Source: an optimization exercise on an open RTL-to-GDS flow (aim: small area). Production flows keep margins and buffers that such runs may drop.
In this exercise RTL edits were held to simulation tests only and were not proved equivalent to the original.
Power and IR drop assume default switching activity.

--- flow/flow/run.sh ---
#!/bin/bash
# The standard layout with two changes: the port buffers are the smallest
# buffer cell, and clock tree synthesis adds no dummy loads. Each tool's full
# output stays in ORFS's own logs; make's output goes to standard.log here.
set -euo pipefail
export BUFFER_PORTS_ARGS="-buffer_cell sky130_fd_sc_hd__buf_1"
export CTS_ARGS="-sink_clustering_enable -repair_clock_nets -buf_list sky130_fd_sc_hd__clkbuf_8 -dont_use_dummy_load"
bash standard.sh > standard.log 2>&1
--- flow/standard.sh ---
#!/bin/bash
# synth_recipe.tcl (not shown) runs the flow's synth.tcl, then flattens the netlist and writes it again
# the make line also repeats each setting of config.mk as NAME=value (left out here)
make -C /OpenROAD-flow-scripts/flow DESIGN_CONFIG=/design/flow/config.mk WORK_HOME=/design/flow/orfs CLKGATE_MAP_FILE= SYNTH_SCRIPT=/design/flow/synth_recipe.tcl "${@:-finish}"
--- flow/config.mk ---
export PLATFORM = sky130hd
export DESIGN_NAME = top
export DESIGN_NICKNAME = top
export VERILOG_FILES = /design/flow/design.v
export SDC_FILE = /design/flow/constraint.sdc
export NUM_CORES = 4
export LEC_CHECK = 0
export CAP_MARGIN = 20
export CORE_MARGIN = 2
export CORE_UTILIZATION = 40
export CTS_BUF_LIST = sky130_fd_sc_hd__clkbuf_8
export SLEW_MARGIN = 20
--- flow/constraint.sdc ---
create_clock -name core_clock -period 20.0 [get_ports {clk}]
set_input_delay 4.0000 -clock core_clock [delete_from_list [all_inputs] [get_ports {clk}]]
set_output_delay 4.0000 -clock core_clock [all_outputs]
set_load 0.01 [all_outputs]
--- flow/design.v ---
module sdm_dac_1st (
    input  logic        clk,
    input  logic        rst_n,
    input  logic        valid_in,
    input  logic [15:0] din,
    output logic        valid_out,
    output logic        dout
);
    logic [17:0] acc, y, t;
    logic [15:0] u;
    logic [16:0] z;    
    logic        s;
    assign s = acc[17];
    assign u = {~din[15], din[14:0]};
    always_comb begin
        z[0] = ~s;
        for (int i = 0; i < 16; i++) begin
            z[i+1] = z[i] & ~u[i];
            y[i]   = u[i] ^ z[i];
        end
        y[16] = s | z[16];
        y[17] = s | z[16];
    end
    dac_sum add (.acc(acc), .y(y), .t(t));
    always_ff @(posedge clk or negedge rst_n) begin
        if (!rst_n) begin
            acc       <= '0;
            valid_out <= 1'b0;
        end else begin
            valid_out <= valid_in;
            if (valid_in) acc <= t;
        end
    end
    assign dout = s;
endmodule
module dac_sum (
    input  logic [17:0] acc,
    input  logic [17:0] y,
    output logic [17:0] t
);
  logic d_s1;
  logic d_c1;
  logic d_s2;
  logic d_c2;
  logic d_s3;
  logic d_c3;
  logic d_s4;
  logic d_c4;
  logic d_s5;
  logic d_c5;
  logic d_s6;
  logic d_c6;
  logic d_s7;
  logic d_c7;
  logic d_s8;
  logic d_c8;
  logic d_s9;
  logic d_c9;
  logic d_s10;
  logic d_c10;
  logic d_s11;
  logic d_c11;
  logic d_s12;
  logic d_c12;
  logic d_s13;
  logic d_c13;
  logic d_s14;
  logic d_c14;
  logic d_s15;
  logic d_c15;
  logic d_s16;
  logic d_c16;
  logic d_s17;
  logic d_c17;
  logic d_s18;
  logic d_c18;
  assign d_s1 = acc[0] ^ y[0];
  assign d_c1 = acc[0] & y[0];
  assign t[0] = d_s1;
  assign d_s2 = acc[1] ^ y[1] ^ d_c1;
  assign d_c2 = (acc[1] | y[1]) & (acc[1] | d_c1) & (y[1] | d_c1);
  assign t[1] = d_s2;
  assign d_s3 = acc[2] ^ y[2] ^ d_c2;
  assign d_c3 = (acc[2] | y[2]) & (acc[2] | d_c2) & (y[2] | d_c2);
  assign t[2] = d_s3;
  assign d_s4 = acc[3] ^ y[3] ^ d_c3;
  assign d_c4 = (acc[3] | y[3]) & (acc[3] | d_c3) & (y[3] | d_c3);
  assign t[3] = d_s4;
  assign d_s5 = acc[4] ^ y[4] ^ d_c4;
  assign d_c5 = (acc[4] | y[4]) & (acc[4] | d_c4) & (y[4] | d_c4);
  assign t[4] = d_s5;
  assign d_s6 = acc[5] ^ y[5] ^ d_c5;
  assign d_c6 = (acc[5] | y[5]) & (acc[5] | d_c5) & (y[5] | d_c5);
  assign t[5] = d_s6;
  assign d_s7 = acc[6] ^ y[6] ^ d_c6;
  assign d_c7 = (acc[6] | y[6]) & (acc[6] | d_c6) & (y[6] | d_c6);
  assign t[6] = d_s7;
  assign d_s8 = acc[7] ^ y[7] ^ d_c7;
  assign d_c8 = (acc[7] | y[7]) & (acc[7] | d_c7) & (y[7] | d_c7);
  assign t[7] = d_s8;
  assign d_s9 = acc[8] ^ y[8] ^ d_c8;
  assign d_c9 = (acc[8] | y[8]) & (acc[8] | d_c8) & (y[8] | d_c8);
  assign t[8] = d_s9;
  assign d_s10 = acc[9] ^ y[9] ^ d_c9;
  assign d_c10 = (acc[9] | y[9]) & (acc[9] | d_c9) & (y[9] | d_c9);
  assign t[9] = d_s10;
  assign d_s11 = acc[10] ^ y[10] ^ d_c10;
  assign d_c11 = (acc[10] | y[10]) & (acc[10] | d_c10) & (y[10] | d_c10);
  assign t[10] = d_s11;
  assign d_s12 = acc[11] ^ y[11] ^ d_c11;
  assign d_c12 = (acc[11] | y[11]) & (acc[11] | d_c11) & (y[11] | d_c11);
  assign t[11] = d_s12;
  assign d_s13 = acc[12] ^ y[12] ^ d_c12;
  assign d_c13 = (acc[12] | y[12]) & (acc[12] | d_c12) & (y[12] | d_c12);
  assign t[12] = d_s13;
  assign d_s14 = acc[13] ^ y[13] ^ d_c13;
  assign d_c14 = (acc[13] | y[13]) & (acc[13] | d_c13) & (y[13] | d_c13);
  assign t[13] = d_s14;
  assign d_s15 = acc[14] ^ y[14] ^ d_c14;
  assign d_c15 = (acc[14] | y[14]) & (acc[14] | d_c14) & (y[14] | d_c14);
  assign t[14] = d_s15;
  assign d_s16 = acc[15] ^ y[15] ^ d_c15;
  assign d_c16 = (acc[15] | y[15]) & (acc[15] | d_c15) & (y[15] | d_c15);
  assign t[15] = d_s16;
  assign d_s17 = acc[16] ^ y[16] ^ d_c16;
  assign d_c17 = (acc[16] | y[16]) & (acc[16] | d_c16) & (y[16] | d_c16);
  assign t[16] = d_s17;
  assign d_s18 = acc[17] ^ y[17] ^ d_c17;
  assign d_c18 = (acc[17] | y[17]) & (acc[17] | d_c17) & (y[17] | d_c17);
  assign t[17] = d_s18;
endmodule
module comb_decimator (
    input  logic       clk,
    input  logic       rst_n,
    input  logic       valid_in,
    input  logic       din,
    output logic       take,       
    output logic [4:0] blk         
);
    logic [3:0] cnt, cnt_n;
    logic [4:0] blk_n;
    assign take = valid_in & (cnt == 4'd15);
    inc4 ic (.x(cnt), .ci(valid_in), .y(cnt_n));
    inc5 ib (.x(blk), .ci(din & valid_in), .y(blk_n));
    always_ff @(posedge clk or negedge rst_n) begin
        if (!rst_n) begin
            cnt <= 4'd0;
            blk <= 5'b11000;   
        end else begin
            cnt <= cnt_n;
            if (take) blk <= {4'b1100, din};
            else      blk <= blk_n;
        end
    end
endmodule
module inc5 (
    input  logic [4:0] x,
    input  logic ci,
    output logic [4:0] y
);
  logic inc5_s1;
  logic inc5_c1;
  logic inc5_s2;
  logic inc5_c2;
  logic inc5_s3;
  logic inc5_c3;
  logic inc5_s4;
  logic inc5_c4;
  assign inc5_s1 = x[0] ^ ci;
  assign inc5_c1 = x[0] & ci;
  assign y[0] = inc5_s1;
  assign inc5_s2 = x[1] ^ inc5_c1;
  assign inc5_c2 = x[1] & inc5_c1;
  assign y[1] = inc5_s2;
  assign inc5_s3 = x[2] ^ inc5_c2;
  assign inc5_c3 = x[2] & inc5_c2;
  assign y[2] = inc5_s3;
  assign inc5_s4 = x[3] ^ inc5_c3;
  assign inc5_c4 = x[3] & inc5_c3;
  assign y[3] = inc5_s4;
  assign y[4] = (x[4] ^ inc5_c4);
endmodule
module fir_decimator (
    input  logic               clk,
    input  logic               rst_n,
    input  logic               take,
    input  logic [4:0]         blk,
    output logic               valid_out,
    output logic signed [15:0] data_out
);
    logic [4:0]  hold;       
    logic [3:0]  wp;         
    logic        wrapped;    
    logic        v1, v2;     
    logic [3:0]  ph;         
    logic        px, py;     
    logic [1:0]  st;         
    logic        s0;         
    logic        clr;        
    logic [79:0] ring;       
    logic [31:0] acc;
    localparam logic [1:0] IDLE = 2'd0, WAIT = 2'd1, SW1 = 2'd2, SW2 = 2'd3;
    logic [3:0]  n, ph_n, wp_n, kc, k;
    logic        late, run, elig, x_a, y_a, x_b, y_b, use_ring, en, isy, load, f;
    logic [4:0]  o;
    inc4 iph (.x(ph), .ci(1'b1), .y(ph_n));
    inc4 iwp (.x(wp), .ci(take), .y(wp_n));
    assign n    = {wp[3:2], 2'b11};
    assign late = v1 | v2;
    assign run  = st[1];
    sub4 skc (.x(n), .y(ph), .d(kc));
    assign elig = run & (kc != 4'd1) & (kc != 4'd2) & (kc != 4'd3) & (kc != 4'd13);
    assign x_a  = v1 & (wp[1:0] == 2'd3);
    assign y_a  = v2 & (wp[1:0] == 2'd3);
    assign x_b  = px & (ph == wp);
    assign y_b  = py & (ph_n == wp);
    assign use_ring = elig;
    assign isy  = use_ring ? st[0] : (y_a | y_b);
    assign en   = elig | x_a | y_a | x_b | y_b;
    assign k    = use_ring ? kc : {2'b00, ~wp[1:0]};
    assign o    = use_ring ? ring[4:0] : hold;
    assign f    = (use_ring ? (ph == 4'd1) : (wp == 4'd1)) & ~wrapped;
    assign load = clr | (v2 & (wp[1:0] == 2'd0));
    always_ff @(posedge clk or negedge rst_n) begin
        if (!rst_n) begin
            hold    <= '0;
            wp      <= '0;
            wrapped <= 1'b0;
            v1      <= 1'b0;
            v2      <= 1'b0;
            ph      <= '0;
            px      <= 1'b0;
            py      <= 1'b0;
            st      <= IDLE;
            clr     <= 1'b1;
        end else begin
            ph <= ph_n;
            v1 <= take;
            v2 <= v1;
            wp <= wp_n;
            if (take) begin
                hold    <= blk;
                if (wp == 4'd15) wrapped <= 1'b1;
            end
            if (ph == 4'd15) clr <= 1'b0;
            if (take)     px <= (wp[1:0] == 2'd0) | (wp[1:0] == 2'd1);
            else if (x_b) px <= 1'b0;
            if (take)     py <= (wp[1:0] == 2'd0) | (wp[1:0] == 2'd1);
            else if (y_b) py <= 1'b0;
            if (v2 & (wp[1:0] == 2'd0)) st <= WAIT;
            else if (ph[2:0] == 3'd7 && (st == WAIT || ph[3] != s0)) begin
                st <= (st == WAIT) ? SW1 : (st == SW1) ? SW2 : IDLE;
            end
        end
    end
    always_ff @(posedge clk)
        if (ph[2:0] == 3'd7 && st == WAIT) s0 <= ph_n[3];
    always_ff @(posedge clk) begin
        ring[74:0]  <= ring[79:5];
        ring[79:75] <= (clr | (ph == wp)) ? hold : ring[4:0];
    end
    logic [14:0] c;
    logic        cneg;
    always_comb begin
        case (k)
            4'd0, 4'd1, 4'd15: c = (k == 4'd0) ? 15'd119 : 15'd197;
            4'd2, 4'd14:       c = 15'd692;
            4'd4, 4'd12:       c = 15'd2613;
            4'd5, 4'd11:       c = 15'd2855;
            4'd6, 4'd10:       c = 15'd5177;
            4'd7, 4'd9:        c = 15'd18681;
            4'd8:              c = 15'd25580;
            default:           c = 15'd0;
        endcase
        cneg = (k == 4'd0) | (k == 4'd4) | (k == 4'd5) | (k == 4'd11) | (k == 4'd12);
    end
    logic [2:0] d1;
    logic       neg, two, one, neg3, one3, enx, e_neg;
    assign d1  = o[4:2] + {2'b00, o[1]};
    assign neg = en & ((isy ? o[1] : d1[2]) ^ cneg);
    assign two = en & (isy ? (o[1] & ~o[0]) : ((d1 == 3'd2) | (d1 == 3'b110)));
    assign one = en & (isy ? o[0] : d1[0]);
    assign enx = en & ~isy;
    always_comb begin
        if (f) begin
            one3  = enx & ~o[4];
            e_neg = 1'b1;
        end else begin
            one3  = enx & ((~o[4] & (o != 5'd0)) | (o == 5'b11000));
            e_neg = ~o[4];
        end
    end
    assign neg3 = one3 & (e_neg ^ cneg);
    logic [15:0] m, t;
    logic [16:0] ap;
    logic [14:0] m3, t3;
    logic [15:0] a3;
    logic [18:0] pp;         
    assign m  = two ? {c, 1'b0} : one ? {1'b0, c} : 16'd0;
    assign t  = m ^ {16{neg}};
    assign ap = {en & ~neg, t};
    assign pp = isy ? {2'b00, ap} : {ap, a3[13:12]};
    assign m3 = one3 ? c : 15'd0;
    assign t3 = m3 ^ {15{neg3}};
    assign a3 = {enx & ~neg3, t3};
    logic [31:0] sum, kload;
    fir_sum add (.acc(acc), .a3({a3[15:14], 2'b00, a3[11:0]}), .pp(pp), .neg12(neg & isy), .neg14(neg & ~isy),
                 .neg3(neg3), .sum(sum));
    localparam logic [31:0] KSTEP  = 32'h40000000 + 32'h10000000 + 32'h00008000;
    localparam logic [31:0] KBASE  = 32'd0 - 32'd15 * KSTEP;
    localparam logic [31:0] KFIRST = 32'd0 - 32'd3 * KSTEP + 32'd692 * 2048;
    assign kload = clr ? KFIRST :
                   KBASE + (wrapped ? 32'd0 : (wp[3] ^ wp[2]) ? 32'd5177 * 2048 : 32'd692 * 2048);
    always_ff @(posedge clk) begin
        if (load) acc[15:0] <= kload[15:0];
        else      acc[15:0] <= sum[15:0];
    end
    always_ff @(posedge clk or negedge rst_n) begin
        if (!rst_n)    acc[31:16] <= '0;
        else if (load) acc[31:16] <= kload[31:16];
        else           acc[31:16] <= sum[31:16];
    end
    assign valid_out = late ? (wp[1:0] == 2'd0) : (wp[1:0] == 2'd3);
    assign data_out  = acc[31:16];
endmodule
module fir_sum (
    input  logic [31:0] acc,
    input  logic [15:0] a3,
    input  logic [18:0] pp,
    input  logic neg12,
    input  logic neg14,
    input  logic neg3,
    output logic [31:0] sum
);
  logic e_s1;
  logic e_c1;
  logic e_s2;
  logic e_c2;
  logic e_s3;
  logic e_c3;
  logic e_s4;
  logic e_c4;
  logic e_s5;
  logic e_c5;
  logic e_s6;
  logic e_c6;
  logic e_s7;
  logic e_c7;
  logic e_s8;
  logic e_c8;
  logic e_s9;
  logic e_c9;
  logic e_s10;
  logic e_c10;
  logic e_s11;
  logic e_c11;
  logic e_s12;
  logic e_c12;
  logic e_s13;
  logic e_c13;
  logic e_s14;
  logic e_c14;
  logic e_s15;
  logic e_c15;
  logic e_s16;
  logic e_c16;
  logic e_s17;
  logic e_c17;
  logic e_s18;
  logic e_c18;
  logic e_s19;
  logic e_c19;
  logic e_s20;
  logic e_c20;
  logic e_s21;
  logic e_c21;
  logic e_s22;
  logic e_c22;
  logic e_s23;
  logic e_c23;
  logic e_s24;
  logic e_c24;
  logic e_s25;
  logic e_c25;
  logic e_s26;
  logic e_c26;
  logic e_s27;
  logic e_c27;
  logic e_s28;
  logic e_c28;
  logic e_s29;
  logic e_c29;
  logic e_s30;
  logic e_c30;
  logic e_s31;
  logic e_c31;
  logic e_s32;
  logic e_c32;
  logic e_s33;
  logic e_c33;
  logic e_s34;
  logic e_c34;
  logic e_s35;
  logic e_c35;
  logic e_s36;
  logic e_c36;
  logic e_s37;
  logic e_c37;
  logic e_s38;
  logic e_c38;
  logic e_s39;
  logic e_c39;
  logic e_s40;
  logic e_c40;
  logic e_s41;
  logic e_c41;
  logic e_s42;
  logic e_c42;
  logic e_s43;
  logic e_c43;
  logic e_s44;
  logic e_c44;
  logic e_s45;
  logic e_c45;
  logic e_s46;
  logic e_c46;
  logic e_s47;
  logic e_c47;
  logic e_s48;
  logic e_c48;
  logic e_s49;
  logic e_c49;
  logic e_s50;
  logic e_c50;
  logic e_s51;
  logic e_c51;
  logic e_s52;
  logic e_c52;
  logic e_s53;
  logic e_c53;
  assign e_s1 = acc[0] ^ a3[0] ^ neg3;
  assign e_c1 = (acc[0] | a3[0]) & (acc[0] | neg3) & (a3[0] | neg3);
  assign sum[0] = e_s1;
  assign e_s2 = acc[1] ^ a3[1] ^ e_c1;
  assign e_c2 = (acc[1] | a3[1]) & (acc[1] | e_c1) & (a3[1] | e_c1);
  assign sum[1] = e_s2;
  assign e_s3 = acc[2] ^ a3[2] ^ e_c2;
  assign e_c3 = (acc[2] | a3[2]) & (acc[2] | e_c2) & (a3[2] | e_c2);
  assign sum[2] = e_s3;
  assign e_s4 = acc[3] ^ a3[3] ^ e_c3;
  assign e_c4 = (acc[3] | a3[3]) & (acc[3] | e_c3) & (a3[3] | e_c3);
  assign sum[3] = e_s4;
  assign e_s5 = acc[4] ^ a3[4] ^ e_c4;
  assign e_c5 = (acc[4] | a3[4]) & (acc[4] | e_c4) & (a3[4] | e_c4);
  assign sum[4] = e_s5;
  assign e_s6 = acc[5] ^ a3[5] ^ e_c5;
  assign e_c6 = (acc[5] | a3[5]) & (acc[5] | e_c5) & (a3[5] | e_c5);
  assign sum[5] = e_s6;
  assign e_s7 = acc[6] ^ a3[6] ^ e_c6;
  assign e_c7 = (acc[6] | a3[6]) & (acc[6] | e_c6) & (a3[6] | e_c6);
  assign sum[6] = e_s7;
  assign e_s8 = acc[7] ^ a3[7] ^ e_c7;
  assign e_c8 = (acc[7] | a3[7]) & (acc[7] | e_c7) & (a3[7] | e_c7);
  assign sum[7] = e_s8;
  assign e_s9 = acc[8] ^ a3[8] ^ e_c8;
  assign e_c9 = (acc[8] | a3[8]) & (acc[8] | e_c8) & (a3[8] | e_c8);
  assign sum[8] = e_s9;
  assign e_s10 = acc[9] ^ a3[9] ^ e_c9;
  assign e_c10 = (acc[9] | a3[9]) & (acc[9] | e_c9) & (a3[9] | e_c9);
  assign sum[9] = e_s10;
  assign e_s11 = acc[10] ^ a3[10] ^ e_c10;
  assign e_c11 = (acc[10] | a3[10]) & (acc[10] | e_c10) & (a3[10] | e_c10);
  assign sum[10] = e_s11;
  assign e_s12 = acc[11] ^ a3[11] ^ e_c11;
  assign e_c12 = (acc[11] | a3[11]) & (acc[11] | e_c11) & (a3[11] | e_c11);
  assign sum[11] = e_s12;
  assign e_s13 = acc[12] ^ pp[0] ^ neg12;
  assign e_c13 = (acc[12] | pp[0]) & (acc[12] | neg12) & (pp[0] | neg12);
  assign e_s14 = e_c12 ^ e_s13;
  assign e_c14 = e_c12 & e_s13;
  assign sum[12] = e_s14;
  assign e_s15 = acc[13] ^ pp[1] ^ e_c13;
  assign e_c15 = (acc[13] | pp[1]) & (acc[13] | e_c13) & (pp[1] | e_c13);
  assign e_s16 = e_c14 ^ e_s15;
  assign e_c16 = e_c14 & e_s15;
  assign sum[13] = e_s16;
  assign e_s17 = acc[14] ^ a3[14] ^ pp[2];
  assign e_c17 = (acc[14] | a3[14]) & (acc[14] | pp[2]) & (a3[14] | pp[2]);
  assign e_s18 = neg14 ^ e_c15 ^ e_c16;
  assign e_c18 = (neg14 | e_c15) & (neg14 | e_c16) & (e_c15 | e_c16);
  assign e_s19 = e_s17 ^ e_s18;
  assign e_c19 = e_s17 & e_s18;
  assign sum[14] = e_s19;
  assign e_s20 = acc[15] ^ a3[15] ^ pp[3];
  assign e_c20 = (acc[15] | a3[15]) & (acc[15] | pp[3]) & (a3[15] | pp[3]);
  assign e_s21 = e_c17 ^ e_c18 ^ e_c19;
  assign e_c21 = (e_c17 | e_c18) & (e_c17 | e_c19) & (e_c18 | e_c19);
  assign e_s22 = e_s20 ^ e_s21;
  assign e_c22 = e_s20 & e_s21;
  assign sum[15] = e_s22;
  assign e_s23 = acc[16] ^ pp[4] ^ e_c20;
  assign e_c23 = (acc[16] | pp[4]) & (acc[16] | e_c20) & (pp[4] | e_c20);
  assign e_s24 = e_c21 ^ e_c22 ^ e_s23;
  assign e_c24 = (e_c21 | e_c22) & (e_c21 | e_s23) & (e_c22 | e_s23);
  assign sum[16] = e_s24;
  assign e_s25 = acc[17] ^ pp[5] ^ e_c23;
  assign e_c25 = (acc[17] | pp[5]) & (acc[17] | e_c23) & (pp[5] | e_c23);
  assign e_s26 = e_c24 ^ e_s25;
  assign e_c26 = e_c24 & e_s25;
  assign sum[17] = e_s26;
  assign e_s27 = acc[18] ^ pp[6] ^ e_c25;
  assign e_c27 = (acc[18] | pp[6]) & (acc[18] | e_c25) & (pp[6] | e_c25);
  assign e_s28 = e_c26 ^ e_s27;
  assign e_c28 = e_c26 & e_s27;
  assign sum[18] = e_s28;
  assign e_s29 = acc[19] ^ pp[7] ^ e_c27;
  assign e_c29 = (acc[19] | pp[7]) & (acc[19] | e_c27) & (pp[7] | e_c27);
  assign e_s30 = e_c28 ^ e_s29;
  assign e_c30 = e_c28 & e_s29;
  assign sum[19] = e_s30;
  assign e_s31 = acc[20] ^ pp[8] ^ e_c29;
  assign e_c31 = (acc[20] | pp[8]) & (acc[20] | e_c29) & (pp[8] | e_c29);
  assign e_s32 = e_c30 ^ e_s31;
  assign e_c32 = e_c30 & e_s31;
  assign sum[20] = e_s32;
  assign e_s33 = acc[21] ^ pp[9] ^ e_c31;
  assign e_c33 = (acc[21] | pp[9]) & (acc[21] | e_c31) & (pp[9] | e_c31);
  assign e_s34 = e_c32 ^ e_s33;
  assign e_c34 = e_c32 & e_s33;
  assign sum[21] = e_s34;
  assign e_s35 = acc[22] ^ pp[10] ^ e_c33;
  assign e_c35 = (acc[22] | pp[10]) & (acc[22] | e_c33) & (pp[10] | e_c33);
  assign e_s36 = e_c34 ^ e_s35;
  assign e_c36 = e_c34 & e_s35;
  assign sum[22] = e_s36;
  assign e_s37 = acc[23] ^ pp[11] ^ e_c35;
  assign e_c37 = (acc[23] | pp[11]) & (acc[23] | e_c35) & (pp[11] | e_c35);
  assign e_s38 = e_c36 ^ e_s37;
  assign e_c38 = e_c36 & e_s37;
  assign sum[23] = e_s38;
  assign e_s39 = acc[24] ^ pp[12] ^ e_c37;
  assign e_c39 = (acc[24] | pp[12]) & (acc[24] | e_c37) & (pp[12] | e_c37);
  assign e_s40 = e_c38 ^ e_s39;
  assign e_c40 = e_c38 & e_s39;
  assign sum[24] = e_s40;
  assign e_s41 = acc[25] ^ pp[13] ^ e_c39;
  assign e_c41 = (acc[25] | pp[13]) & (acc[25] | e_c39) & (pp[13] | e_c39);
  assign e_s42 = e_c40 ^ e_s41;
  assign e_c42 = e_c40 & e_s41;
  assign sum[25] = e_s42;
  assign e_s43 = acc[26] ^ pp[14] ^ e_c41;
  assign e_c43 = (acc[26] | pp[14]) & (acc[26] | e_c41) & (pp[14] | e_c41);
  assign e_s44 = e_c42 ^ e_s43;
  assign e_c44 = e_c42 & e_s43;
  assign sum[26] = e_s44;
  assign e_s45 = acc[27] ^ pp[15] ^ e_c43;
  assign e_c45 = (acc[27] | pp[15]) & (acc[27] | e_c43) & (pp[15] | e_c43);
  assign e_s46 = e_c44 ^ e_s45;
  assign e_c46 = e_c44 & e_s45;
  assign sum[27] = e_s46;
  assign e_s47 = acc[28] ^ pp[16] ^ e_c45;
  assign e_c47 = (acc[28] | pp[16]) & (acc[28] | e_c45) & (pp[16] | e_c45);
  assign e_s48 = e_c46 ^ e_s47;
  assign e_c48 = e_c46 & e_s47;
  assign sum[28] = e_s48;
  assign e_s49 = acc[29] ^ pp[17] ^ e_c47;
  assign e_c49 = (acc[29] | pp[17]) & (acc[29] | e_c47) & (pp[17] | e_c47);
  assign e_s50 = e_c48 ^ e_s49;
  assign e_c50 = e_c48 & e_s49;
  assign sum[29] = e_s50;
  assign e_s51 = acc[30] ^ pp[18] ^ e_c49;
  assign e_c51 = (acc[30] | pp[18]) & (acc[30] | e_c49) & (pp[18] | e_c49);
  assign e_s52 = e_c50 ^ e_s51;
  assign e_c52 = e_c50 & e_s51;
  assign sum[30] = e_s52;
  assign e_s53 = acc[31] ^ e_c51 ^ e_c52;
  assign e_c53 = (acc[31] | e_c51) & (acc[31] | e_c52) & (e_c51 | e_c52);
  assign sum[31] = e_s53;
endmodule
module inc4 (
    input  logic [3:0] x,
    input  logic ci,
    output logic [3:0] y
);
  logic inc4_s1;
  logic inc4_c1;
  logic inc4_s2;
  logic inc4_c2;
  logic inc4_s3;
  logic inc4_c3;
  assign inc4_s1 = x[0] ^ ci;
  assign inc4_c1 = x[0] & ci;
  assign y[0] = inc4_s1;
  assign inc4_s2 = x[1] ^ inc4_c1;
  assign inc4_c2 = x[1] & inc4_c1;
  assign y[1] = inc4_s2;
  assign inc4_s3 = x[2] ^ inc4_c2;
  assign inc4_c3 = x[2] & inc4_c2;
  assign y[2] = inc4_s3;
  assign y[3] = (x[3] ^ inc4_c3);
endmodule
module sub4 (
    input  logic [3:0] x,
    input  logic [3:0] y,
    output logic [3:0] d
);
  logic sb_s1;
  logic sb_c1;
  logic sb_s2;
  logic sb_c2;
  logic sb_s3;
  logic sb_c3;
  logic sb_s4;
  logic sb_c4;
  assign sb_s1 = x[0] ^ ~y[0] ^ 1'b1;
  assign sb_c1 = (x[0] | ~y[0]) & (x[0] | 1'b1) & (~y[0] | 1'b1);
  assign d[0] = sb_s1;
  assign sb_s2 = x[1] ^ ~y[1] ^ sb_c1;
  assign sb_c2 = (x[1] | ~y[1]) & (x[1] | sb_c1) & (~y[1] | sb_c1);
  assign d[1] = sb_s2;
  assign sb_s3 = x[2] ^ ~y[2] ^ sb_c2;
  assign sb_c3 = (x[2] | ~y[2]) & (x[2] | sb_c2) & (~y[2] | sb_c2);
  assign d[2] = sb_s3;
  assign sb_s4 = x[3] ^ ~y[3] ^ sb_c3;
  assign sb_c4 = (x[3] | ~y[3]) & (x[3] | sb_c3) & (~y[3] | sb_c3);
  assign d[3] = sb_s4;
endmodule
module sdm_adc_art (
    input  logic               clk,
    input  logic               rst_n,
    input  logic               valid_in,
    input  logic               din,
    output logic               valid_out,
    output logic signed [15:0] dout
);
    logic       take;
    logic [4:0] blk;
    comb_decimator inst1 (
        .clk(clk), .rst_n(rst_n), .valid_in(valid_in), .din(din),
        .take(take), .blk(blk)
    );
    fir_decimator inst2 (
        .clk(clk), .rst_n(rst_n), .take(take), .blk(blk),
        .valid_out(valid_out), .data_out(dout)
    );
endmodule
module top (
    input  logic              		clk,
    input  logic              		rst_n,
    input  logic              		valid_in_dac,    
    input  logic signed [15 : 0]    audio_in,        
    input  logic              		valid_in_adc,    
    input  logic              		sdm_in,          
    output logic              		valid_out_dac,
    output logic              		sdm_out,
    output logic              		valid_out_adc,
    output logic signed [15 : 0]    audio_out
);
  logic valid_out_dac_int;
  logic sdm_out_int;
  logic valid_out_adc_int;
  logic signed [15 : 0] audio_out_int;
  sdm_dac_1st dac_1st_order (
      .clk       (clk),
      .rst_n     (rst_n),
      .valid_in  (valid_in_dac),
      .din       (audio_in),
      .valid_out (valid_out_dac_int),
      .dout      (sdm_out_int)
  );
  assign valid_out_dac = valid_out_dac_int;
  assign sdm_out       = sdm_out_int;
  assign valid_out_adc = valid_out_adc_int;
  assign audio_out     = audio_out_int;
  sdm_adc_art adc_art (
      .clk       (clk),
      .rst_n     (rst_n),
      .valid_in  (valid_in_adc),
      .din       (sdm_in),
      .valid_out (valid_out_adc_int),
      .dout      (audio_out_int)
  );
endmodule
==> flow_summary.ini, run 1 <==
[synth]
yosys-top-cells-count = dfxtp_1, inv_1, nand2_1
synth_area_per_cell_um2 = 10.8
ys_types = 72
synth_top_area_share_pct = 23.2
ys_seq_area_share_pct = 43.3
synthTopCellsByArea = dfxtp_1, dfrtp_1, fa_1
post-synth-top-count-cell = dfxtp_1
synth_seq_cells = 162
synth_cells = 764
synth_warnings = 3
synth_edf_count = 1
synth_ff_type = dfxtp_1
syn_nets = 890
synth_top_area_cell = dfxtp_1
synthArstFlopShare_pct = 40.1
syn_area_um2 = 8280

[flow_run]
cap_violations = 0

[timing]
hold_ws_ns = 0.319
hold_viol = 0
max_freq_mhz = 78.3
fin_crit_sh_pct = 63.8
setup_viol = 0
finalClockSkew_ns = 0.0299
worstMarginPinSlew_ns = 1.00
fin_tns_setup_ns = 0
rsz0062_at_grt = false
fin_crit_ns = 12.77
maxSlewViolCount = 0
maxSlewHeadroom_pct = 33.2

[grt]
antenna_found_initial = 0
grt_pass1_vias = 5203
grt_start_max_net_pins = 66
grt_usage_pct = 15.8
overflow = 0
grt_pass1_wl_um = 27000

[min_path]
holdCritPathClass = reg -> reg
min_to = adc_art.inst2.ring[9]
min_from = adc_art.inst2.ring[14]
worstHoldPathCells = 0

[worst_setup_path]
r2r-start = adc_art.inst2.ph[0]
cp_data_required_time_ns = 20.30
ff2ff_path_depth = 51
ff2ff_setup_slack_ns = 7.23
arrival_ns = 13.07
worstSetupPathType = reg -> reg
crit_top_cell = ha_1
worst_r2r_endpoint = adc_art.inst2.acc[31]
cp-end-kind = register
critPathMaxFanout = 16
cpPeakStageDelay_ns = 0.59
cp-start-kind = register
slowest_stage = dfrtp_1

[routing]
firstDrtPassIters = 5
routed_wl_um = 15700
drc = 0
vias_per_cell = 4.91
routedWlPerCell_um = 15.0
num_vias = 5161
drt_iter0_markers = 300
ant_nets = 0

[cells_and_area]
syn_to_final_growth_pct = 5.82
drive_gt1_share_pct = 7.04
nNetsFinal = 909
diodes = 0

[cts]
cts_tree = yes
clock_path_buffers = 2
cts_max_level = 4
cts_resized = 0
ctsHoldBuffers = 0
cts_buffers = 17
clkLatencyLatePin_ns = 0.45
post_cts_buffers = 0
root_buffer = clkbuf_8
clock-sinks = 162
clk_pin_slew_ns = 0.07

[floorplan]
fp.dieH_um = 148
die-area_um2 = 21900
ios = 40
fp-row-count = 52
die_w_um = 148
coreArea_um2 = 20300
initial_core_util_pct = 40.8

[pwr]
p_sw_share_pct = 39.8
switching_power_w = 0.000489
p_int_w = 0.000739
pwr-share-seq_pct = 38.6
leakage_nw = 3.98
power_density_nw_per_um2 = 140
vdd_ir_drop_max_mv = 0.0724
clock_power_share_pct = 14.3
comb_power_share_pct = 47.1

[placed_design]
dp_hpwl_um = 11700
io_buffer_count = 39
gp_congestion = 0.906

[outcome]
status = timing/DRC/antenna clean
-- power by group through the flow --
stage	Sequential (W)	Clock [W]	Combinational [W]
floorplan	0.000458	0	0.000488
detailed placement	0.000482	0	0.000581
CTS	0.000476	0.000184	0.000586
global placement	0.000480	0	0.000569
finish	0.000474	0.000176	0.000578
global route	0.000487	0.000197	0.000679
-- layout by cell type (no fill, tap or decap), drive strengths merged, types with 5 or more instances in the layout --
cell type  Yosys  routed
a21oi         33      33
and2           9       9
and3           8       8
buf           31      43
clkbuf        12      17
dfrtp         62      62
dfxtp         96      96
fa            49      49
ha            56      56
inv           72      72
mux2           7       7
mux2i         24      24
nand2         71      71
nand2b         9       9
nand3          8       8
nor2          57      57
nor2b          5       5
nor3          11      11
o21ai         22      22
o22ai         11      11
o31ai          5       5
xnor2         18      18
xor2          26      26
-- critical path, delay by kind of cell (launching register included) --
kind | cells | cell delay, ns
AND/OR/NAND/NOR | 4 | 0.92
flip-flops | 1 | 0.59
XOR/XNOR | 4 | 0.93
adder cells (fa/ha/maj) | 33 | 8.67
buffers and inverters | 7 | 0.55
AO/OA/AOI/OAI | 3 | 0.96
-- stage by stage --
step	util (%)	std cells	setup WS (ns)	cell area (um^2)	power (W)
floorplan	-	764	8.34	8280	0.000947
global placement	42.0	1034	7.38	8520	0.00105
detailed placement	42.0	1034	7.23	8520	0.00106
CTS	43.1	1051	7.18	8760	0.00125
global route	43.1	1051	6.41	8760	0.00136
finish	43.1	1051	7.23	8760	0.00123
-- worst max-delay path by stage --
| stage | startpoint | to | slack [ns] | depth (start not counted) |
|---|---|---|---|---|
| after floorplan | adc_art.inst2.ph[0] | adc_art.inst2.acc[31] | 8.34 | 53 |
| after global placement | adc_art.inst2.ph[0] | adc_art.inst2.acc[31] | 7.38 | 51 |
| after detailed placement | adc_art.inst2.ph[0] | adc_art.inst2.acc[31] | 7.23 | 51 |
| after CTS | adc_art.inst2.ph[0] | adc_art.inst2.acc[31] | 7.18 | 51 |
| after global routing | adc_art.inst2.ph[0] | adc_art.inst2.acc[31] | 6.41 | 51 |
| final | adc_art.inst2.ph[0] | adc_art.inst2.acc[31] | 7.23 | 51 |
-- sequential cells by signal, indices dropped and copies added (netlist names), 2 cells and up --
register and cells:
adc_art.inst1.blk 5, dac_1st_order.acc 18, adc_art.inst2.ph 4, adc_art.inst2.hold 5, adc_art.inst2.wp 4, adc_art.inst2.acc 32
adc_art.inst2.st 2, adc_art.inst2.ring 80, adc_art.inst1.cnt 4
-- routing by layer --
| metal | GRT usage, % | up-vias | part of all wire, % | wire length (um) |
|---|---|---|---|---|
| li1 | - | 2540 | - | - |
| met1 | 22.4 | 2498 | 50 | 7830 |
| met2 | 24.1 | 104 | 45 | 7130 |
| met3 | 3.86 | 19 | 3.7 | 584 |
| met4 | 4.29 | 0 | 1.1 | 173 |
| met5 | 0 | - | 0 | 0 |
-- cells by family (layout without fill, tap and decap cells) --
kind of cell | Yosys count | in the layout | share of synthesized area (%)
AND/OR/NAND/NOR | 188 | 188 | 10.2
adder cells (fa/ha/maj) | 105 | 105 | 20.3
XOR/XNOR | 47 | 47 | 5.76
buffers and inverters | 117 | 134 | 6.59
AO/OA/AOI/OAI | 114 | 114 | 9.95
flip-flops | 162 | 162 | 43.3
multiplexers | 31 | 31 | 3.90
-- cell type report --
cell class / instances / area, um^2
Timing Repair Buffer: 43 / 178
Multi-Input combinational cell: 485 / 4150
Inverter: 74 / 278
Tap cell: 270 / 338
Fill cell: 1966 / 11500
Clock buffer: 17 / 234
Sequential cell: 162 / 3580
==> run 2, diff against run 1 <==
--- a/flow/design.v
+++ b/flow/design.v
@@ -234,2 +234,3 @@
             st      <= IDLE;
+            s0      <= 1'b0;
             clr     <= 1'b1;
@@ -251,2 +252,3 @@
             else if (ph[2:0] == 3'd7 && (st == WAIT || ph[3] != s0)) begin
+                s0 <= ph_n[3];
                 st <= (st == WAIT) ? SW1 : (st == SW1) ? SW2 : IDLE;
@@ -255,4 +257,2 @@
     end
-    always_ff @(posedge clk)
-        if (ph[2:0] == 3'd7 && st == WAIT) s0 <= ph_n[3];
     always_ff @(posedge clk) begin
--- a/flow/flow/run.sh
+++ b/flow/flow/run.sh
@@ -6,2 +6,3 @@
 export BUFFER_PORTS_ARGS="-buffer_cell sky130_fd_sc_hd__buf_1"
+export RECOVER_POWER=100
 export CTS_ARGS="-sink_clustering_enable -repair_clock_nets -buf_list sky130_fd_sc_hd__clkbuf_8 -dont_use_dummy_load"
==> flow_summary.ini, run 2 <==
[cts]
clock-sinks = 162
ctsHoldBuffers = 0
root_buffer = clkbuf_8
post_cts_buffers = 0
clock_path_buffers = 2
cts_max_level = 4
cts_buffers = 17
clkLatencyLatePin_ns = 0.45
cts_resized = 0
cts_tree = yes
clk_pin_slew_ns = 0.10

[cells_and_area]
reg.largest.list = adc_art.inst2.ring: 80 flops, adc_art.inst2.acc: 32 flops, dac_1st_order.acc: 18 flops
largest_register_ffs = 80
syn_to_final_growth_pct = 5.46
final_cells = 1013
nNetsFinal = 871
top_register = adc_art.inst2.ring
utilization_pct = 42.6
fillerInstances = 1945
diodes = 0
layout_commonest_cell = dfxtp_1
stdcell_area_um2 = 8560
drive_gt1_share_pct = 6.33
final_cell_mix = dfxtp_1, inv_1, nand2_1, dfrtp_1, ha_1

[routing]
vias_per_cell = 4.72
routed_wl_um = 14100
ant_nets = 0
routedWlPerCell_um = 13.9
firstDrtPassIters = 6
num_vias = 4782
drt_iter0_markers = 197
drc = 0

[worst_setup_path]
cp-start-kind = register
crit_top_cell = ha_1
critPathMaxFanout = 20
worstSetupPathType = reg -> reg
cp_data_required_time_ns = 20.29
ff2ff_path_depth = 52
slowest_stage = clkbuf_1
cpPeakStageDelay_ns = 0.84
cp-end-kind = register
arrival_ns = 14.13

[min_path]
worstHoldPathCells = 0
holdCritPathClass = reg -> reg

[synth]
synthTopCellsByArea = dfxtp_1, dfrtp_1, fa_1
synthArstFlopShare_pct = 40.7
synth_seq_cells = 162
post-synth-top-count-cell = dfxtp_1
yosys-top-cells-count = dfxtp_1, inv_1, nand2_1
syn_area_um2 = 8120
syn_nets = 854
synth_edf_count = 0
synth_cells = 728
synth_area_per_cell_um2 = 11.2
ys_seq_area_share_pct = 44.1
synth_top_area_share_pct = 23.7
synth_warnings = 3
ys_types = 67
synth_top_area_cell = dfxtp_1
synth_ff_type = dfxtp_1

[outcome]
check-failures = capacitance limit, slew limit
status = failed layout checks

[floorplan]
die_w_um = 146
fp-row-count = 52
die-area_um2 = 21500
coreArea_um2 = 20100
fp.dieH_um = 146
ios = 40
initial_core_util_pct = 40.4

[pwr]
power_w = 0.00122
power_density_nw_per_um2 = 142
vdd_ir_drop_max_mv = 0.0675
leakage_nw = 3.91

[timing]
setup_viol = 0
fin_crit_ns = 13.84
maxSlewHeadroom_pct = -141
finalClockSkew_ns = 0.0365
rsz0062_at_grt = false
fin_tns_setup_ns = 0
hold_viol = 0
maxSlewViolCount = 83
max_freq_mhz = 72.3
fin_crit_sh_pct = 69.2
worstMarginPinSlew_ns = 3.61

[flow_run]
cap_violations = 2

[placed_design]
dp_hpwl_um = 10500
io_buffer_count = 39
gp_congestion = 0.897
placed_area_um2 = 8350
dp_cells = 996

[grt]
grt_start_max_net_pins = 67
overflow = 0
antenna_found_initial = 0
grt_pass1_wl_um = 24400
grt_pass1_vias = 4876
grt_usage_pct = 14.1
run 2: cells by family after synthesis:
logic type | share of synthesized area [%]
simple gates | 9.68
compound gates | 8.15
fa+ha+maj | 20.7
mux | 4.65
flops | 44.1
xor+xnor | 5.95
buf+inv | 6.78
run 2: cell type report:
type                    count  area (um^2)  area share [%]
multi-input cells         452         3990            46.6
inverters                  69          259            3.03
well taps                 270          338            3.95
flip-flops and latches    162         3580            41.8
clock buffers              17          234            2.73
repair buffers             43          166            1.94
run 2: path summary, 6_finish.rpt:
check | from | to | slack [ns]
worst max-delay path | adc_art.inst2.ph[0] | adc_art.inst2.acc[31] | 6.16
worst min-delay path | adc_art.inst2.ring[21] | adc_art.inst2.ring[16] | 0.31
worst max register to register | adc_art.inst2.ph[0] | adc_art.inst2.acc[31] | 6.16
worst min register to register | adc_art.inst2.ring[21] | adc_art.inst2.ring[16] | 0.31
max in group asynchronous | rst_n | adc_art.inst2.acc[20] | 13.04
min in group asynchronous | rst_n | dac_1st_order.acc[4] | 4.89
run 2: routing by layer:
metal | vias up | GRT usage, % | wire (um)
li1 | 2399 | - | -
met1 | 2291 | 19.5 | 6870
met2 | 80 | 22.6 | 6540
met3 | 12 | 3.69 | 540
met4 | 0 | 3.20 | 130
met5 | - | 0 | 0
run 2: worst max-delay path, delay by kind of cell, from the launching register on:
family,cells,cell delay [ns]
adders and majority gates,33,8.67
and+or+nand+nor,5,1.24
AOI/OAI and AO/OA,2,0.42
muxes,1,0.20
buffers and inverters,8,1.40
DFF,1,0.67
xor gates and xnor gates,3,1.05
run 2: metrics by stage:
step                setup WS (ns)  hold WS [ns]
finish                       6.16         0.310
global route                 5.19         0.313
CTS                          7.00         0.310
detailed placement           7.04         0.313
global placement             7.35         0.310
floorplan                    8.12         0.310
run 2: power breakdown:
group          switching (W)  leakage [nW]  internal [W]
sequential         0.0000530          1.58      0.000415
combinational       0.000324          2.21      0.000250
clock              0.0000989         0.122     0.0000750
total               0.000475          3.91      0.000740
==> run 3, diff against run 2 <==
--- a/flow/flow/run.sh
+++ b/flow/flow/run.sh
@@ -6,3 +6,2 @@
 export BUFFER_PORTS_ARGS="-buffer_cell sky130_fd_sc_hd__buf_1"
-export RECOVER_POWER=100
 export CTS_ARGS="-sink_clustering_enable -repair_clock_nets -buf_list sky130_fd_sc_hd__clkbuf_8 -dont_use_dummy_load"
==> flow_summary.ini, run 3 <==
[timing]
setup_viol = 0
max_freq_mhz = 77.3
fin_tns_setup_ns = 0
maxSlewHeadroom_pct = 37.9
fin_crit_ns = 12.93
finalClockSkew_ns = 0.0371
worstMarginPinSlew_ns = 0.927
maxSlewViolCount = 0
fin_crit_sh_pct = 64.7
hold_viol = 0
rsz0062_at_grt = false

[synth]
synth_warnings = 3
post-synth-top-count-cell = dfxtp_1
ys_types = 67
synth_seq_cells = 162
synth_area_per_cell_um2 = 11.2
synthArstFlopShare_pct = 40.7
synth_cells = 728
synth_top_area_cell = dfxtp_1
yosys-top-cells-count = dfxtp_1, inv_1, nand2_1
synthTopCellsByArea = dfxtp_1, dfrtp_1, fa_1
synth_top_area_share_pct = 23.7
ys_seq_area_share_pct = 44.1
syn_area_um2 = 8120
synth_edf_count = 0
synth_ff_type = dfxtp_1
syn_nets = 854

[grt]
antenna_found_initial = 0
grt_pass1_vias = 4876
grt_pass1_wl_um = 24400
overflow = 0
grt_usage_pct = 14.1
grt_start_max_net_pins = 67

[pwr]
power_density_nw_per_um2 = 142
leakage_nw = 3.92
vdd_ir_drop_max_mv = 0.0675

[cts]
cts_resized = 0
clk_pin_slew_ns = 0.10
clock-sinks = 162
clkLatencyLatePin_ns = 0.45
root_buffer = clkbuf_8
clock_path_buffers = 2
post_cts_buffers = 0
cts_tree = yes
cts_buffers = 17
cts_max_level = 4
ctsHoldBuffers = 0

[min_path]
holdCritPathClass = reg -> reg

[routing]
drt_iter0_markers = 188
drc = 0
routedWlPerCell_um = 13.9
vias_per_cell = 4.72
routed_wl_um = 14100
num_vias = 4778
firstDrtPassIters = 4
ant_nets = 0

[cells_and_area]
layout_commonest_cell = dfxtp_1
top_register = adc_art.inst2.ring
reg.largest.list = adc_art.inst2.ring: 80 flops, adc_art.inst2.acc: 32 flops, dac_1st_order.acc: 18 flops
final_cells = 1013
drive_gt1_share_pct = 7.27
largest_register_ffs = 80
nNetsFinal = 871
utilization_pct = 42.7
final_cell_mix = dfxtp_1, inv_1, nand2_1, dfrtp_1, ha_1
diodes = 0
syn_to_final_growth_pct = 5.69

[worst_setup_path]
cpPeakStageDelay_ns = 0.68
cp-start-kind = register
crit_top_cell = ha_1
slowest_stage = dfrtp_1
worstSetupPathType = reg -> reg
arrival_ns = 13.22
critPathMaxFanout = 20
cp-end-kind = register
cp_data_required_time_ns = 20.28

[placed_design]
dp_hpwl_um = 10500
io_buffer_count = 39
dp_cells = 996
gp_congestion = 0.897

[floorplan]
fp-row-count = 52
fp.dieH_um = 146
coreArea_um2 = 20100
initial_core_util_pct = 40.4
ios = 40
die-area_um2 = 21500
die_w_um = 146

[flow_run]
cap_violations = 0

[outcome]
status = timing/DRC/antenna clean
==> run 3: cell counts after synthesis <==
Identical to the previous run, type by type.
==> run 3: per-layer routing <==
layer  part of all wire, %  GRT usage, %  vias up  wire, um
met5                     0             0        -         0
met2                    46          22.6       79      6500
li1                      -             -     2395         -
met3                   3.9          3.69       10       543
met4                  0.88          3.20        0       124
met1                    49          19.5     2294      6930
==> run 3: metrics by stage <==
stage / cell area (um^2) / total power, W / hold WS, ns / worst slack (ns)
final: 8580 / 0.00122 / 0.309 / 7.07
after global routing: 8580 / 0.00135 / 0.313 / 6.27
after CTS: 8580 / 0.00124 / 0.310 / 7.00
after detailed placement: 8350 / 0.00106 / 0.313 / 7.04
after global placement: 8350 / 0.00104 / 0.310 / 7.35
after floorplan: 8120 / 0.000949 / 0.310 / 8.12
==> run 3: cell type report <==
cell class                 instances  area, um^2
clock buffer                      17         234
fill                            1944       11500
inverter                          69         259
multi-input combinational        452        3990
sequential                       162        3580
tap                              270         338
timing repair buffer              43         178
==> run 3: where the power goes <==
group          switching [W]  internal (W)  total (W)
clock network      0.0000993     0.0000751   0.000174
logic               0.000324      0.000252   0.000576
registers          0.0000531      0.000415   0.000468
total               0.000476      0.000742    0.00122
==> run 3: kinds of logic after synthesis <==
family	share of synthesized area, %
and+or+nand+nor	9.68
adders and majority gates	20.7
buffers and inverters	6.78
xor gates and xnor gates	5.95
muxes	4.65
DFF	44.1
AOI/OAI and AO/OA	8.15
==> run 3: path summary, 6_finish.rpt <==
path | from | end | slack (ns) | depth (start not counted)
max | adc_art.inst2.ph[0] | adc_art.inst2.acc[31] | 7.07 | 52
min | adc_art.inst2.ring[21] | adc_art.inst2.ring[16] | 0.31 | 0
max reg2reg | adc_art.inst2.ph[0] | adc_art.inst2.acc[31] | 7.07 | 52
min reg2reg | adc_art.inst2.ring[21] | adc_art.inst2.ring[16] | 0.31 | 0
max in group asynchronous | rst_n | adc_art.inst2.acc[20] | 15.64 | 2
min in group asynchronous | rst_n | dac_1st_order.acc[6] | 3.75 | 2
==> run 3: worst max-delay path, delay by kind of cell (launching register included) <==
family / cells / cell delay, ns
AO/OA/AOI/OAI: 2 / 0.38
XOR/XNOR: 4 / 0.94
adder cells (fa/ha/maj): 33 / 8.69
buffers and inverters: 8 / 0.89
flip-flops: 1 / 0.68
AND/OR/NAND/NOR: 5 / 1.16
==> run 4, diff against run 3 <==
--- a/flow/flow/run.sh
+++ b/flow/flow/run.sh
@@ -6,3 +6,3 @@
 export BUFFER_PORTS_ARGS="-buffer_cell sky130_fd_sc_hd__buf_1"
-export CTS_ARGS="-sink_clustering_enable -repair_clock_nets -buf_list sky130_fd_sc_hd__clkbuf_8 -dont_use_dummy_load"
+export CTS_ARGS="-sink_clustering_enable -repair_clock_nets -buf_list \"sky130_fd_sc_hd__clkbuf_4 sky130_fd_sc_hd__clkbuf_8\" -dont_use_dummy_load"
 bash standard.sh > standard.log 2>&1
==> flow_summary.ini, run 4 <==
[synth]
synth_area_per_cell_um2 = 11.2
ys_types = 67
yosys-top-cells-count = dfxtp_1, inv_1, nand2_1
synth_edf_count = 0
synth_warnings = 3
synth_ff_type = dfxtp_1
synthTopCellsByArea = dfxtp_1, dfrtp_1, fa_1
syn_area_um2 = 8120
post-synth-top-count-cell = dfxtp_1
ys_seq_area_share_pct = 44.1
syn_nets = 854
synth_top_area_cell = dfxtp_1
synth_cells = 728
synth_seq_cells = 162
synthArstFlopShare_pct = 40.7
synth_top_area_share_pct = 23.7

[cts]
post_cts_buffers = 0
clkLatencyLatePin_ns = 0.45
cts_max_level = 4
clk_pin_slew_ns = 0.10
clock_path_buffers = 2
cts_tree = yes
root_buffer = clkbuf_8
cts_buffers = 17
ctsHoldBuffers = 0
cts_resized = 0
clock-sinks = 162

[pwr]
vdd_ir_drop_max_mv = 0.0675
power_w = 0.00122
leakage_nw = 3.92
power_density_nw_per_um2 = 142

[placed_design]
gp_congestion = 0.897
io_buffer_count = 39
dp_cells = 996
dp_hpwl_um = 10500

[grt]
gr-max-usage-layer = met2
grt_pass1_wl_um = 24400
grt_usage_pct = 14.1
antenna_found_initial = 0
met2_usage_pct = 22.6
grt_start_max_net_pins = 67
met3_usage_pct = 3.69
grt_pass1_vias = 4876
use_met1_pct = 19.5
overflow = 0

[worst_setup_path]
cp-start-kind = register
crit_top_cell = ha_1
cp-end-kind = register
critPathMaxFanout = 20
cp_data_required_time_ns = 20.28
worstSetupPathType = reg -> reg
slowest_stage = dfrtp_1
cpPeakStageDelay_ns = 0.68
arrival_ns = 13.22

[floorplan]
initial_core_util_pct = 40.4
coreArea_um2 = 20100
fp.dieH_um = 146
ios = 40
die-area_um2 = 21500
fp-row-count = 52
die_w_um = 146

[timing]
max_freq_mhz = 77.3
fin_tns_setup_ns = 0
fin_crit_sh_pct = 64.7
fin_crit_ns = 12.93
worstMarginPinSlew_ns = 0.927
hold_ws_ns = 0.309
hold_viol = 0
setup_viol = 0
rsz0062_at_grt = false
maxSlewViolCount = 0
finalClockSkew_ns = 0.0371
maxSlewHeadroom_pct = 37.9

[cells_and_area]
top_register = adc_art.inst2.ring
largest_register_ffs = 80
nNetsFinal = 871
layout_commonest_cell = dfxtp_1
final_cells = 1013
syn_to_final_growth_pct = 5.69
drive_gt1_share_pct = 7.27
diodes = 0
final_cell_mix = dfxtp_1, inv_1, nand2_1, dfrtp_1, ha_1
reg.largest.list = adc_art.inst2.ring: 80 flops, adc_art.inst2.acc: 32 flops, dac_1st_order.acc: 18 flops

[routing]
firstDrtPassIters = 4
routed_wl_um = 14100
num_vias = 4778
vias_per_cell = 4.72
drt_iter0_markers = 188
drc = 0
ant_nets = 0
routedWlPerCell_um = 13.9

[min_path]
holdCritPathClass = reg -> reg

[flow_run]
cap_violations = 0

[outcome]
status = timing/DRC/antenna clean
## run 4: layout make-up
class                      instances  area [um^2]
tap                              270          338
clock buffer                      17          234
sequential                       162         3580
fill                            1944        11500
inverter                          69          259
timing repair buffer              43          178
multi-input combinational        452         3990
## run 4: metrics by stage
stage | utilization, % | instance area [um^2] | worst slack (ns)
floorplan | - | 8120 | 8.12
global placement | 41.5 | 8350 | 7.35
detailed placement | 41.5 | 8350 | 7.04
CTS | 42.7 | 8580 | 7.00
global route | 42.7 | 8580 | 6.27
finish | 42.7 | 8580 | 7.07
## run 4: path summary, 6_finish.rpt
path | start | end | slack (ns) | depth (start not counted)
min in group asynchronous | rst_n | dac_1st_order.acc[6] | 3.75 | 2
worst max register to register | adc_art.inst2.ph[0] | adc_art.inst2.acc[31] | 7.07 | 52
worst min-delay path | adc_art.inst2.ring[21] | adc_art.inst2.ring[16] | 0.31 | 0
max in group asynchronous | rst_n | adc_art.inst2.acc[20] | 15.64 | 2
worst min register to register | adc_art.inst2.ring[21] | adc_art.inst2.ring[16] | 0.31 | 0
worst max-delay path | adc_art.inst2.ph[0] | adc_art.inst2.acc[31] | 7.07 | 52
## run 4: cells by family (layout without fill, tap and decap cells)
kind of cell / Yosys count / in the layout / share of synthesized area [%]
flip-flops: 162 / 162 / 44.1
adder cells (fa/ha/maj): 105 / 105 / 20.7
AND/OR/NAND/NOR: 169 / 169 / 9.68
AO/OA/AOI/OAI: 93 / 93 / 8.15
buffers and inverters: 114 / 129 / 6.78
XOR/XNOR: 50 / 50 / 5.95
multiplexers: 35 / 35 / 4.65
## run 4: worst max-delay path, delay by kind of cell (launching register included)
kind	cells	cell delay [ns]
adder cells (fa/ha/maj)	33	8.69
flip-flops	1	0.68
AO/OA/AOI/OAI	2	0.38
XOR/XNOR	4	0.94
buffers and inverters	8	0.89
AND/OR/NAND/NOR	5	1.16
## run 4: power by group
part           switching [W]  leakage, nW  internal [W]  total [W]
Sequential         0.0000531         1.58      0.000415   0.000468
Clock              0.0000993        0.122     0.0000751   0.000174
Combinational       0.000324         2.22      0.000252   0.000576
## run 4: routing by layer
layer | up-vias | routed length, um
met1 | 2294 | 6930
li1 | 2395 | -
met4 | 0 | 124
met5 | - | 0
met2 | 79 | 6500
met3 | 10 | 543
==> run 5, diff against run 4 <==
--- a/flow/flow/run.sh
+++ b/flow/flow/run.sh
@@ -6,3 +6,4 @@
 export BUFFER_PORTS_ARGS="-buffer_cell sky130_fd_sc_hd__buf_1"
-export CTS_ARGS="-sink_clustering_enable -repair_clock_nets -buf_list \"sky130_fd_sc_hd__clkbuf_4 sky130_fd_sc_hd__clkbuf_8\" -dont_use_dummy_load"
+export POST_FLOORPLAN_TCL="$PWD/flow/restructure.tcl"
+export CTS_ARGS="-sink_clustering_enable -repair_clock_nets -buf_list sky130_fd_sc_hd__clkbuf_8 -dont_use_dummy_load"
 bash standard.sh > standard.log 2>&1
==> flow/flow/restructure.tcl (new file) <==
# area recovery on the combinational logic (registers untouched)
restructure -target area -liberty_file $::env(LIB_FILES) -tielo_port sky130_fd_sc_hd__conb_1/LO -tiehi_port sky130_fd_sc_hd__conb_1/HI -work_dir $::env(RESULTS_DIR)/rmp
==> flow_summary.ini, run 5 <==
[outcome]
status = aborted with a tool error
haltStage = floorplan
error = [ERROR RMP-0003] Cannot open file /design/flow/orfs/results/sky130hd/top/base/rmp/top0ord_abc_script.tcl for writing.

[synth]
post-synth-top-count-cell = dfxtp_1
synth_edf_count = 0
yosys-top-cells-count = dfxtp_1, inv_1, nand2_1
synth_cells = 728
syn_nets = 854
synth_top_area_cell = dfxtp_1
synthArstFlopShare_pct = 40.7
synth_ff_type = dfxtp_1
synth_warnings = 3
synth_area_per_cell_um2 = 11.2
ys_types = 67
synthTopCellsByArea = dfxtp_1, dfrtp_1, fa_1
ys_seq_area_share_pct = 44.1
synth_seq_cells = 162
syn_area_um2 = 8120
synth_top_area_share_pct = 23.7

[floorplan]
fp-row-count = 52
initial_core_util_pct = 40.4
die_w_um = 146
fp.dieH_um = 146
==> run 5: cell counts after synthesis <==
No cell type changed its count.
==> run 5: logic make-up after synthesis <==
logic type	share of synthesized area, %
simple gates	9.68
flops	44.1
buf+inv	6.78
fa+ha+maj	20.7
compound gates	8.15
xor+xnor	5.95
mux	4.65
==> run 6, diff against run 5 <==
==> flow/flow/run.sh (replaced) <==
#!/bin/bash
# The standard layout with these changes: the port buffers are the
# smallest buffer cell, clock tree synthesis adds no dummy loads, and after
# floorplanning OpenROAD's restructure re-maps the combinational logic for
# area (flow/restructure.tcl). Logs here: standard.log (make), filter_lib.log,
# restructure_abc.log; ORFS's own logs are under orfs/logs.
set -euo pipefail
export RUN_DIR="$PWD"
export BUFFER_PORTS_ARGS="-buffer_cell sky130_fd_sc_hd__buf_1"
export POST_FLOORPLAN_TCL="$PWD/flow/restructure.tcl"
export CTS_ARGS="-sink_clustering_enable -repair_clock_nets -buf_list sky130_fd_sc_hd__clkbuf_8 -dont_use_dummy_load"
bash standard.sh > standard.log 2>&1
==> flow/flow/filter_lib.py (new file) <==
"""Write a copy of the platform's liberty without the cells the platform marks
don't-use, for the logic restructuring step (which reads a liberty file itself)."""
import sys, re
src, dst = sys.argv[1], sys.argv[2]
dont = set(sys.argv[3].split())
text = open(src).read()
out, i, dropped = [], 0, 0


pos = 0
pat = re.compile(r'\n(\s*)cell\s*\(\s*"?(\w+)"?\s*\)\s*\{')
while True:
    m = pat.search(text, pos)
    if not m:
        out.append(text[pos:])
        break
    # find the end of this cell group by brace counting
    depth, j = 1, m.end()
    while depth:
        c = text[j]
        if c == '{':
            depth += 1
        elif c == '}':
            depth -= 1
        j += 1
    if m.group(2) in dont:
        out.append(text[pos:m.start()])
        dropped += 1
    else:
        out.append(text[pos:j])
    pos = j
open(dst, 'w').write(''.join(out))
print(f"dropped {dropped} cells")
==> flow/flow/restructure.tcl (replaced) <==
# Area recovery on the combinational logic between registers (registers and
# ports untouched), mapped onto the platform's cells minus its don't-use list.
set rmp_dir $::env(RESULTS_DIR)/rmp
file mkdir $rmp_dir
set rmp_lib $rmp_dir/rmp.lib
exec python3 [file join [file dirname [info script]] filter_lib.py] \
  [lindex $::env(LIB_FILES) 0] $rmp_lib $::env(DONT_USE_CELLS) \
  > $::env(RUN_DIR)/filter_lib.log 2>@1
restructure -target area -liberty_file $rmp_lib \
  -tielo_port sky130_fd_sc_hd__conb_1/LO -tiehi_port sky130_fd_sc_hd__conb_1/HI \
  -work_dir $rmp_dir -abc_logfile $::env(RUN_DIR)/restructure_abc.log
restructure -target area -liberty_file $rmp_lib \
  -tielo_port sky130_fd_sc_hd__conb_1/LO -tiehi_port sky130_fd_sc_hd__conb_1/HI \
  -work_dir $rmp_dir -abc_logfile $::env(RUN_DIR)/restructure_abc2.log
==> flow_summary.ini, run 6 <==
[placed_design]
gp_congestion = 0.898
io_buffer_count = 39
dpl_worst_slack_ns = 7.04
dp_cells = 1230
dp_hpwl_um = 11600

[synth]
synth_top_area_share_pct = 23.7
synth_warnings = 3
synth_top_area_cell = dfxtp_1
ys_seq_area_share_pct = 44.1
syn_nets = 854
synth_ff_type = dfxtp_1
synth_area_per_cell_um2 = 11.2
synth_seq_cells = 162
synth_edf_count = 0
synth_cells = 728
syn_area_um2 = 8120
yosys-top-cells-count = dfxtp_1, inv_1, nand2_1
post-synth-top-count-cell = dfxtp_1
synthTopCellsByArea = dfxtp_1, dfrtp_1, fa_1
ys_types = 67
synthArstFlopShare_pct = 40.7

[timing]
fin_crit_ns = 13.28
setup_viol = 0
maxSlewHeadroom_pct = 43.3
fin_tns_setup_ns = 0
finalClockSkew_ns = 0.0296
worstMarginPinSlew_ns = 0.841
fin_crit_sh_pct = 66.4
rsz0062_at_grt = false
max_freq_mhz = 75.3
hold_ws_ns = 0.311
setup_slack_ns = 6.72
hold_viol = 0
maxSlewViolCount = 0

[routing]
routedWlPerCell_um = 12.6
ant_nets = 0
num_vias = 6330
drc = 0
routed_wl_um = 15800
firstDrtPassIters = 5
vias_per_cell = 5.08
drt_iter0_markers = 430

[cells_and_area]
reg.largest.list = adc_art.inst2.ring: 80 flops, adc_art.inst2.acc: 32 flops, dac_1st_order.acc: 18 flops
largest_register_ffs = 80
final_cell_mix = nor2_1, o21ai_0, clkinv_1, dfxtp_1, nand2_1
syn_to_final_growth_pct = 0.925
fillerInstances = 2041
diodes = 0
nNetsFinal = 1000
layout_commonest_cell = nor2_1
drive_gt1_share_pct = 2.97
top_register = adc_art.inst2.ring
final_cells = 1247

[worst_setup_path]
slowest_stage = o21ai_0
worst_r2r_endpoint = adc_art.inst2.acc[31]
cp_data_required_time_ns = 20.35
ff2ff_setup_slack_ns = 6.72
crit_top_cell = nor2_1
worstSetupPathType = reg -> reg
cp-start-kind = register
ff2ff_path_depth = 58
cp-end-kind = register
r2r-start = adc_art.inst2.wp[2]
arrival_ns = 13.63
cpPeakStageDelay_ns = 0.70
critPathMaxFanout = 14

[grt]
overflow = 0
grt_start_max_net_pins = 67
grt_pass1_wl_um = 26500
grt_usage_pct = 15.1
grt_pass1_vias = 5708
antenna_found_initial = 0

[cts]
clock_path_buffers = 2
cts_buffers = 17
post_cts_buffers = 0
root_buffer = clkbuf_8
cts_resized = 0
ctsHoldBuffers = 0
clock-sinks = 162
clkLatencyLatePin_ns = 0.45
cts_max_level = 4
cts_tree = yes
clk_pin_slew_ns = 0.08

[pwr]
vdd_ir_drop_max_mv = 0.0637
leakage_nw = 3.09
power_density_nw_per_um2 = 192

[floorplan]
ios = 40
fp.dieH_um = 146
coreArea_um2 = 20100
fp-row-count = 52
die-area_um2 = 21500
die_w_um = 146
initial_core_util_pct = 40.4

[min_path]
min_to = adc_art.inst2.ring[32]
min_from = adc_art.inst2.ring[37]
holdCritPathClass = reg -> reg
worstHoldPathCells = 0

[outcome]
status = timing/DRC/antenna clean

[flow_run]
cap_violations = 0
## run 6: worst max-delay path, delay by kind of cell, from the launching register on
kind / cells / cell delay, ns
AND/OR/NAND/NOR: 32 / 5.46
AO/OA/AOI/OAI: 22 / 6.14
buffers and inverters: 4 / 1.19
flip-flops: 1 / 0.38
## run 6: worst max path at each step
stage,from,end,cells past startpoint
floorplan,adc_art.inst2.ph[1],adc_art.inst2.acc[31],55
global placement,adc_art.inst2.wp[2],adc_art.inst2.acc[31],58
detailed placement,adc_art.inst2.wp[2],adc_art.inst2.acc[31],58
CTS,adc_art.inst2.wp[2],adc_art.inst2.acc[31],58
global route,adc_art.inst2.wp[2],adc_art.inst2.acc[31],58
finish,adc_art.inst2.wp[2],adc_art.inst2.acc[31],58
## run 6: where the power goes
part	total, W	internal (W)	switching (W)
combinational	0.000881	0.000344	0.000537
clock	0.000175	0.0000750	0.0000996
sequential	0.000517	0.000459	0.0000581
total	0.00157	0.000878	0.000695
## run 6: area by class of cell
type | instances | area [um^2] | share of cell area, %
Multi-Input combinational cell | 638 | 3410 | 41.6
Clock buffer | 17 | 234 | 2.86
Timing Repair Buffer | 47 | 208 | 2.54
Tap cell | 270 | 338 | 4.12
Sequential cell | 162 | 3580 | 43.7
Inverter | 113 | 424 | 5.18
## run 6: cell families after synthesis
group           Yosys count  share of synthesized area, %
xor+xnor                 50                          5.95
compound gates           93                          8.15
buf+inv                 114                          6.78
simple gates            169                          9.68
mux                      35                          4.65
flops                   162                          44.1
fa+ha+maj               105                          20.7
## run 6: metrics by stage
stage               total power (W)  util (%)  area [um^2]
finish                      0.00157      40.8         8190
global route                0.00175      40.8         8190
CTS                         0.00158      40.8         8190
detailed placement          0.00140      39.6         7960
global placement            0.00138      39.6         7960
floorplan                  0.000949         -         8120
## run 6: metal layers
metal | up-vias | GRT usage (%) | wire (um)
met5 | - | 0 | 0
li1 | 3366 | - | -
met4 | 0 | 5.53 | 297
met3 | 21 | 3.22 | 623
met2 | 119 | 23.2 | 6660
met1 | 2824 | 21.2 | 8170

re-timing with driven ports:
How much do the figures lean on ideal ports? The routed layouts below were timed once more, with nothing changed but the port constraints.
Step 1 assumes that a clkbuf_16 drives the clock port and a buf_2 every other input.
Step 2, shift: input delay + t, output delay - t, t = (earliest + latest rising clock arrival at the registers) / 2. This alone moves slack from input paths to output paths.
a / b / c = ideal ports / drivers / drivers and shift; a / b = the first two.
run | t, ns | setup WS [ns] | hold WS [ns] | worst slew at a driven data input, ns
run 1 | 0.468 | 7.232 / 7.232 / 7.232 | 0.319 / 0.319 / 0.319 | 0.03
run 2 | 0.467 | 6.161 / 6.161 / 6.161 | 0.310 / 0.310 / 0.310 | 0.03
run 3 | 0.463 | 7.065 / 7.065 / 7.065 | 0.309 / 0.309 / 0.309 | 0.03
run 4 | 0.463 | 7.065 / 7.065 / 7.065 | 0.309 / 0.309 / 0.309 | 0.03
run 6 | 0.473 | 6.721 / 6.721 / 6.721 | 0.311 / 0.311 / 0.311 | 0.03
